Context: an optimization exercise on an open-source flow, tuned for small area, a short achievable clock period and few clock cycles. The choices shown serve that exercise and are no tape-out recipe.
In this exercise RTL edits were held to simulation tests only and were not proved equivalent to the original.

// veryl_Core
module veryl_Core (
    input logic i_clk,
    input logic i_rst,
    output logic [32-1:0] o_imem_addr ,
    input  logic [48-1:0] i_imem_rdata,
    output logic [1-1:0]  o_imem_we   ,
    output logic [32-1:0] o_imem_waddr,
    output logic [8-1:0]  o_imem_wdata,
    output logic [32-1:0] o_dmem_addr ,
    output logic [1-1:0]  o_dmem_re   ,
    output logic [4-1:0]  o_dmem_wmask,
    output logic [32-1:0] o_dmem_wdata,
    input  logic [32-1:0] i_dmem_rdata,
    output logic [32-1:0] o_io_addr  ,
    output logic [1-1:0]  o_io_rd    ,
    input  logic [1-1:0]  i_io_rvalid,
    input  logic [32-1:0] i_io_rdata ,
    output logic [1-1:0]  o_io_wr    ,
    output logic [32-1:0] o_io_wdata ,
    input  logic [1-1:0]  i_io_wready
);
Size in the first run: roughly 1300 flip-flops.
Settings: LEC_CHECK=0, CAP_MARGIN=20, CORE_MARGIN=2, CORE_UTILIZATION=40, PLACE_DENSITY=0.6, SETUP_SLACK_MARGIN=0.2, SLEW_MARGIN=20; clock period 14.0 ns.
run.sh (not shown) runs the stock make flow with config.mk's settings and CLKGATE_MAP_FILE= SYNTH_SCRIPT=/design/flow/synth_recipe.tcl, a recipe that flattens the netlist after the stock synthesis.
Testbench counts at the start, summed over its fixed seeds: cycles 125,356.
Then changed:
==> flow/flow/run.sh (new file) <==
#!/bin/bash
# The standard layout (standard.sh, unchanged synthesis and steps), with
# the resizer's setup repair aiming at a larger slack margin so that it keeps
# shortening the paths well below the 14 ns clock. Each tool's output goes to
# its own log file in the work folder.
set -euo pipefail
export SETUP_SLACK_MARGIN=8
bash standard.sh synth > synth.log 2>&1
bash standard.sh > layout.log 2>&1
==> flow/standard.sh (new file) <==
#!/bin/bash
# synth_recipe.tcl (not shown) runs the flow's synth.tcl, then flattens the netlist and writes it again
# the make line also repeats each setting of config.mk as NAME=value (left out here)
make -C /OpenROAD-flow-scripts/flow DESIGN_CONFIG=/design/flow/config.mk WORK_HOME=/design/flow/orfs CLKGATE_MAP_FILE= SYNTH_SCRIPT=/design/flow/synth_recipe.tcl "${@:-finish}"
- SETUP_SLACK_MARGIN: 0.2 -> unset
removed: flow/run.sh
Effect: Wire length goes up by 6.0%; clock skew goes down by 15 ps; setup slack gains 2300 ps.


## build 18
veryl_Core, a different RTL version from the one above (not shown whole).
Size: about 1300 flip-flops, about 320 I/O pins, roughly 72000 µm² of cells after synthesis.
Design veryl_Core, start of the top module:
module veryl_Core (
    input logic i_clk,
    input logic i_rst,
    output logic [32-1:0] o_imem_addr ,
    input  logic [48-1:0] i_imem_rdata,
    output logic [1-1:0]  o_imem_we   ,
    output logic [32-1:0] o_imem_waddr,
    output logic [8-1:0]  o_imem_wdata,
    output logic [32-1:0] o_dmem_addr ,
    output logic [1-1:0]  o_dmem_re   ,
    output logic [4-1:0]  o_dmem_wmask,
    output logic [32-1:0] o_dmem_wdata,
    input  logic [32-1:0] i_dmem_rdata,
    output logic [32-1:0] o_io_addr  ,
    output logic [1-1:0]  o_io_rd    ,
    input  logic [1-1:0]  i_io_rvalid,
    input  logic [32-1:0] i_io_rdata ,
    output logic [1-1:0]  o_io_wr    ,
    output logic [32-1:0] o_io_wdata ,
    input  logic [1-1:0]  i_io_wready
);
clock: 14.0 ns
lec_check: 0
cap_margin: 20
core_margin: 2
core_utilization: 40
place_density: 0.6
slew_margin: 20
synth_hierarchical: 1
synth_minimum_keep_size: 0
standard.sh (not shown) runs the stock make flow with config.mk's settings and CLKGATE_MAP_FILE= SYNTH_SCRIPT=/design/flow/synth_recipe.tcl, a recipe that flattens the netlist after the stock synthesis.
==> flow/flow/run.sh <==
#!/bin/bash
# The standard layout (standard.sh, unchanged synthesis and steps) with two
# changes to how the layout is made:
#  - the resizer's setup repair aims at a larger slack margin, so that it keeps
#    shortening the paths well below the 14 ns clock;
#  - every input and output port still gets its own buffer, but a plain buffer
#    cell rather than the delay cell buffer_ports picks by default.
# Each tool's output goes to its own log file in the work folder.
set -euo pipefail
export SETUP_SLACK_MARGIN=8.25
export BUFFER_PORTS_ARGS="-buffer_cell sky130_fd_sc_hd__buf_2"
bash standard.sh synth > synth.log 2>&1
bash standard.sh > layout.log 2>&1
Build 18 finished end to end and its layout was clean on timing, DRC and antenna.
Testbench counts of build 18, summed over its fixed seeds: cycles 123,669.
## Diff of input files: build 20 against build 18
-- flow/flow/run.sh --
<<< build 18, line 10
export SETUP_SLACK_MARGIN=8.25
>>> build 20, line 10
export SETUP_SLACK_MARGIN=8
-- flow/config.mk --
<<< build 18, line 10
export CORE_UTILIZATION = 40
export PLACE_DENSITY = 0.6
>>> build 20, line 10
export CORE_UTILIZATION = 50
export PLACE_DENSITY = 0.65
[summary]
Diff build 18 -> build 20 | maximum frequency | decrease of about 1%
Maximum VDD drop ends up higher on build 18.
Relative to build 18, build 20 improves wire length of the first global-routing pass.
Per the comparison of build 20 with build 18, cell area decreased about 2.3%, setup slack saw a decrease, y dimension of the die saw a decrease, met2 capacity usage during global routing climbed 9.7 points.
NOTE number of non-filler instances in the completed layout build 18->build 20 decreased by a few percent
Build 20: number of cells in the design after placement is about 5% lower than what build 18 reported.
Input-level comparison between build 19 and build 20:
-- flow/flow/run.sh --
<<< build 20, line 10
export SETUP_SLACK_MARGIN=8
>>> build 19, line 10
export SETUP_SLACK_MARGIN=7.5
-- flow/config.mk --
<<< build 20, line 10
export CORE_UTILIZATION = 50
export PLACE_DENSITY = 0.65
>>> build 19, line 10
export CORE_UTILIZATION = 40
export PLACE_DENSITY = 0.6
Notes after the runs:
The lower average wire per standard cell came out of build 19.
The lower number of buffers outside the clock class in the layout of build 19 and build 20 is in build 19.
The higher minimum hold slack of build 19 and build 20 is in build 19.

==> afterwards: timing with drivers on the ports <==
The flow's constraints put no driver on any port. The routed layouts listed below were extracted and timed again, unchanged, in two steps. Step 1 sets driving cells, clkbuf_16 on the clock port and buf_2 on the other inputs (assumed; they add their load-dependent delay and slew). Step 2 times the ports against the registers' clock, not the clock port: input delays grow and output delays shrink by t, the midpoint of the rising clock arrivals with the driver on. Slacks: no drivers / after step 1 / after step 2; pairs: no drivers / after step 1.
| run | shift t [ns] | setup WS [ns] | worst slew at a driven data input, ns |
|---|---|---|---|
| the first run of note 1 | 0.905 | 5.120 / 5.167 / 4.262 | 0.12 |
| the second run of note 1 | 0.908 | 7.421 / 7.152 / 6.244 | 0.39 |
| build 18 | 0.919 | 7.768 / 7.483 / 6.564 | 0.42 |
| build 20 | 0.887 | 7.706 / 7.541 / 6.654 | 0.32 |
| build 19 | 0.885 | 7.265 / 7.295 / 6.409 | 0.22 |
After both steps every run listed still meets setup and hold. The setup slack of build 18, which loses most, moves by -0.285 ns with the drivers and by -1.204 ns with both steps.
